What follows belongs to an exercise in optimizing a design on an open flow for small area; a production flow would make more cautious choices. In this exercise RTL edits were held to simulation tests only and were not proved equivalent to the original. No driver is modelled on the clock port, so clocking that relies on it looks cheaper here than on a real chip.

red:
==> flow/design.v (excerpt) <==
module main(
	input CLK,
	input rst,
	input T19,
	output T20,
	output LD0,
	output LD1,
	output LD2,
	output LD3,
	output LD4,
	output LD5,
	output LD6,
	output LD7
);
	reg rx_r, rx_d;
	reg [7:0] rx_c;
	reg [7:0] rx_byte;
	always @(posedge CLK)
		if (rst) begin
			rx_r <= 1'b1;
			rx_d <= 1'b1;
		end else begin
			rx_r <= T19;
			rx_d <= rx_r;
		end
	wire rx_dv = rx_c == 8'ha0;
	always @(posedge CLK)
		if (rst || rx_dv || (rx_d && (rx_c == 8'h07 || rx_c == 8'h0f)))
			rx_c <= 8'h07;
		else
			rx_c <= rx_c + 1'b1;
	wire rx_samp = rx_c[3:0] == 4'hf && rx_c[7:4] != 4'd0 && rx_c[7:4] <= 4'd8;
	wire rx_first = rx_c[7:4] == 4'd1;
	wire rx_hold;
	reg rx_z, rx_o;
	always @(posedge CLK)
		if (rx_samp) begin
			rx_z <= !rx_d && (rx_first || rx_z);
			rx_o <= rx_first ? rx_d : (rx_o && !rx_d);
		end
	always @(posedge CLK)
		if (rx_samp && !rx_hold)
			rx_byte <= {rx_d, rx_byte[7:1]};
	wire rx_zero = rx_z;
	wire rx_one = rx_o;
	reg [3:0] ck;
	wire [7:0] b0 = rx_byte;
	assign rx_hold = (ck[3] && ck[2]) || (!ck[3] && (ck[2] || ck[1]));
	always @(posedge CLK)
		if (rst)
			ck <= 4'b0000;
		else if (ck[3]) begin
			if (rx_dv) begin
				if (!ck[0]) begin
					if (rx_zero) ck[0] <= 1'b1;
					else ck <= ck[2] ? 4'b0010 : (4'b1100 | {2'b00, ck[1], 1'b0});
				end else if (rx_zero)
					ck <= ck[2] ? 4'b0010 : (4'b1100 | {2'b00, ck[1], 1'b0});
				else if (rx_one && ck[2])
					ck <= ck[1] ? 4'b0101 : 4'b0100;
				else
					ck <= 4'b0000;
			end
		end else case (ck[2:0])
			3'b000: if (rx_dv && rx_zero) ck <= 4'b0001;
			3'b001: if (rx_dv)
					ck <= rx_zero ? 4'b0000 :
						(rx_byte == 8'd3) ? 4'b1010 :
						(rx_byte == 8'd4) ? 4'b1000 : 4'b0010;
			3'b010: if (rx_dv && rx_zero) ck <= 4'b0011;
			3'b011: if (rx_dv) ck <= rx_zero ? 4'b0010 : 4'b0000;
			3'b101: ck <= 4'b0110;
			3'b110: ck <= 4'b0111;
			default: ck <= 4'b0000;  
		endcase
	reg [7:0] sw;
	always @(posedge CLK)
		if (rst)
			sw <= 8'd0;
		else if (ck == 4'b0100)
			sw <= b0;
	wire press = ck == 4'b0111;
	reg [14:0] ticks;
	reg t20001;
	reg [7:0] counter;
	wire t20000 = ticks == 15'h45e6;
	always @(posedge CLK)
		if (rst || t20001)
			ticks <= 0;
		else
  ...
For scale: roughly 560 cells after synthesis, about 12 I/O pins, ~5300 µm² of cells after synthesis.
==> flow/config.mk <==
export PLATFORM = sky130hd
export DESIGN_NAME = main
export DESIGN_NICKNAME = main
export VERILOG_FILES = /design/flow/design.v
export SDC_FILE = /design/flow/constraint.sdc
export NUM_CORES = 4
export LEC_CHECK = 0
export CAP_MARGIN = 20
export CORE_MARGIN = 2
export CORE_UTILIZATION = 60
export SLEW_MARGIN = 20
==> flow/constraint.sdc <==
create_clock -name core_clock -period 10.0 [get_ports {CLK}]
set_input_delay 2.0000 -clock core_clock [delete_from_list [all_inputs] [get_ports {CLK}]]
set_output_delay 2.0000 -clock core_clock [all_outputs]
set_load 0.01 [all_outputs]
standard.sh (not shown) runs the stock make flow with config.mk's settings and CLKGATE_MAP_FILE= SYNTH_SCRIPT=/design/flow/synth_recipe.tcl, a recipe that flattens the netlist after the stock synthesis.
==> flow/flow/run.sh <==
#!/bin/bash
# Own layout flow: the standard ORFS flow (standard.sh) with
#  - the standard synthesis, whose combinational logic is then re-mapped
#    for area by yosys/abc (flip-flops untouched; the smallest of several
#    abc runs is kept),
#  - 1x buffers on the ports,
#  - a clock tree of clkbuf_8 without dummy loads, whose buffers are then
#    downsized where the flip-flops' clock slew stays low (clk_downsize.tcl).
# Each tool's output goes to a log file in this folder.
set -euo pipefail
HERE=$(pwd)
LIB=$FLOW_HOME/platforms/sky130hd/lib/sky130_fd_sc_hd__tt_025C_1v80.lib
R=$HERE/orfs/results/$FLOW_PLATFORM/main/base
YOSYS=$FLOW_HOME/../tools/install/yosys/bin/yosys
[ -x "$YOSYS" ] || YOSYS=yosys
export BUFFER_PORTS_ARGS="-buffer_cell sky130_fd_sc_hd__buf_1"
export CTS_ARGS="-sink_clustering_enable -repair_clock_nets -dont_use_dummy_load -buf_list sky130_fd_sc_hd__clkbuf_8 -sink_clustering_size 16"

export POST_CTS_TCL=$HERE/flow/clk_downsize.tcl

bash standard.sh synth > synth.log 2>&1
python3 flow/libmodels.py "$LIB" > comb_models.v 2> libmodels.log
cp "$R/1_2_yosys.v" std_1_2_yosys.v
# Several abc runs (deepsyn seeds, two mappers); keep the smallest netlist.
MAPS=("dch,-f;amap;topo" "\&get,-n;\&dch,-f;\&nf,-p,-a,-C,32,-R,1000;\&put;topo")
runs=()
for run in 0 1 2 3 4 5 6 7 8; do
  # deepsyn: seeds 0-5 with 50 steps without gain, seeds 0-2 with 200
  seed=$((run % 6)); steps=50; [ $run -ge 6 ] && steps=200
  for m in 0 1; do
    tag=r${run}m${m}
    sed -e "s#@LIB@#$LIB#g" -e "s#@IN@#std_1_2_yosys.v#" -e "s#@OUT@#resyn_$tag.v#" \
        -e "s#resyn_stat.txt#resyn_stat_$tag.txt#" \
        -e "s#@SCRIPT@#+strash;\&get,-n;\&deepsyn,-J,$steps,-S,$seed,-T,300;\&put;${MAPS[$m]}#" \
        flow/resyn.ys > resyn_$tag.ys
    runs+=($tag)
  done
done
for tag in "${runs[@]}"; do
  "$YOSYS" -s resyn_$tag.ys > resyn_$tag.log 2>&1 &
  while [ "$(jobs -rp | wc -l)" -ge "${NUM_CORES:-4}" ]; do sleep 1; done
done
wait
best=""; best_area=""
for tag in "${runs[@]}"; do
  [ -s resyn_$tag.v ] || continue
  a=$(awk '/Chip area/ {print $NF}' resyn_stat_$tag.txt)
  echo "$tag $a" >> resyn_areas.txt
  if [ -z "$best" ] || awk -v a="$a" -v b="$best_area" 'BEGIN {exit !(a < b)}'; then best=$tag; best_area=$a; fi
done
echo "best $best $best_area" >> resyn_areas.txt
cp resyn_$best.v "$R/1_2_yosys.v"
rm -f "$R/1_synth.odb" "$R/1_synth.sdc"
bash standard.sh finish > flow.log 2>&1
Other scripts of this flow, unchanged in this note and not shown: flow/flow/clk_downsize.tcl, flow/flow/libmodels.py, flow/flow/resyn.ys
diff inputs: red => blue
diff --git a/flow/design.v b/flow/design.v
--- a/flow/design.v
+++ b/flow/design.v
@@ -174,13 +174,13 @@
 	wire [5:0] pix_i = vidx[5:0] | {6{vidx[6]}};  
 	wire pix_a = sv && pix_i == sa;
 	wire pix_b = sv && pix_i == sb;
 	reg [3:0] pos;
 	wire tx_done = !pos[3];
 	reg [7:0] c0;
-	reg c1a, c1b, c1c;
+	wire c1a = c0[2], c1b = c0[1], c1c = c0[0];
 	always @(posedge CLK)
 		if (rst)
 			mo <= M_IDLE;
 		else case (mo)
 			M_IDLE:   if (led_su || disp_su) mo <= M_LCHK;
 			M_LCHK:   mo <= led_su ? M_LSTART : M_DCHK;
@@ -193,18 +193,14 @@
 			M_DWAIT:  if (tx_done) mo <= M_FIN;
 			default:  mo <= M_IDLE;
 		endcase
 	always @(posedge CLK)
 		if (mo == M_LSTART)
 			c0 <= last_leds;
-	always @(posedge CLK)
-		if (mo == M_DSTART) begin
-			c1a <= pix_a;
-			c1b <= pix_b;
-			c1c <= sv && sf && (pix_i == 6'd0 || pix_i == 6'd7 || pix_i == 6'd56);
-		end
+		else if (mo == M_DSTART)
+			c0[2:0] <= {pix_a, pix_b, sv && sf && (pix_i == 6'd0 || pix_i == 6'd7 || pix_i == 6'd56)};
 	wire is_disp = mo[3];
 	wire [7:0] d0 = is_disp ? {2'b00, pix_i} : c0;
 	wire c0z = d0 == 8'd0;
 	reg [7:0] c1;
 	always @(*)
 		if (c1a) c1 = 8'h3f;
[summary]
Compare red and blue | placer's final routability congestion estimate lower: blue. blue completed end to end with timing, DRC and antenna clean. [blue] cell area fell 74 µm² relative to red. blue vs red: post-layout instance count excluding filler cells down slightly. In blue relative to red, routed wire length had gone down slightly. Delta (blue minus red): worst setup margin down 0.030 ns; non-clock buffer contribution to total cell area flat; clock period minus worst slack up 0.030 ns.

==> port drivers added, routing unchanged <==
No port has a modelled driver above. Below, the same layouts with a new extraction and two added sets of constraints.
Step 1: set_driving_cell puts a clkbuf_16 on CLK and a buf_2 on each other input, an assumption about the parent block.
Step 2 adds t to the input delays and takes it off the output delays; t is the mean of the earliest and latest rising clock arrival at the registers after step 1. Input paths then give back, and output paths get back, about the clock's delay inside the block.
a / b / c = ideal ports / drivers / drivers and shift; a / b = the first two.
| run | t, ns | setup WS [ns] | hold WS [ns] |
|---|---|---|---|
| red | 0.497 | 5.332 / 5.300 / 5.797 | 0.423 / 0.423 / 0.423 |
| blue | 0.520 | 5.302 / 5.270 / 5.790 | 0.423 / 0.423 / 0.423 |
After both steps every run listed still meets setup and hold.
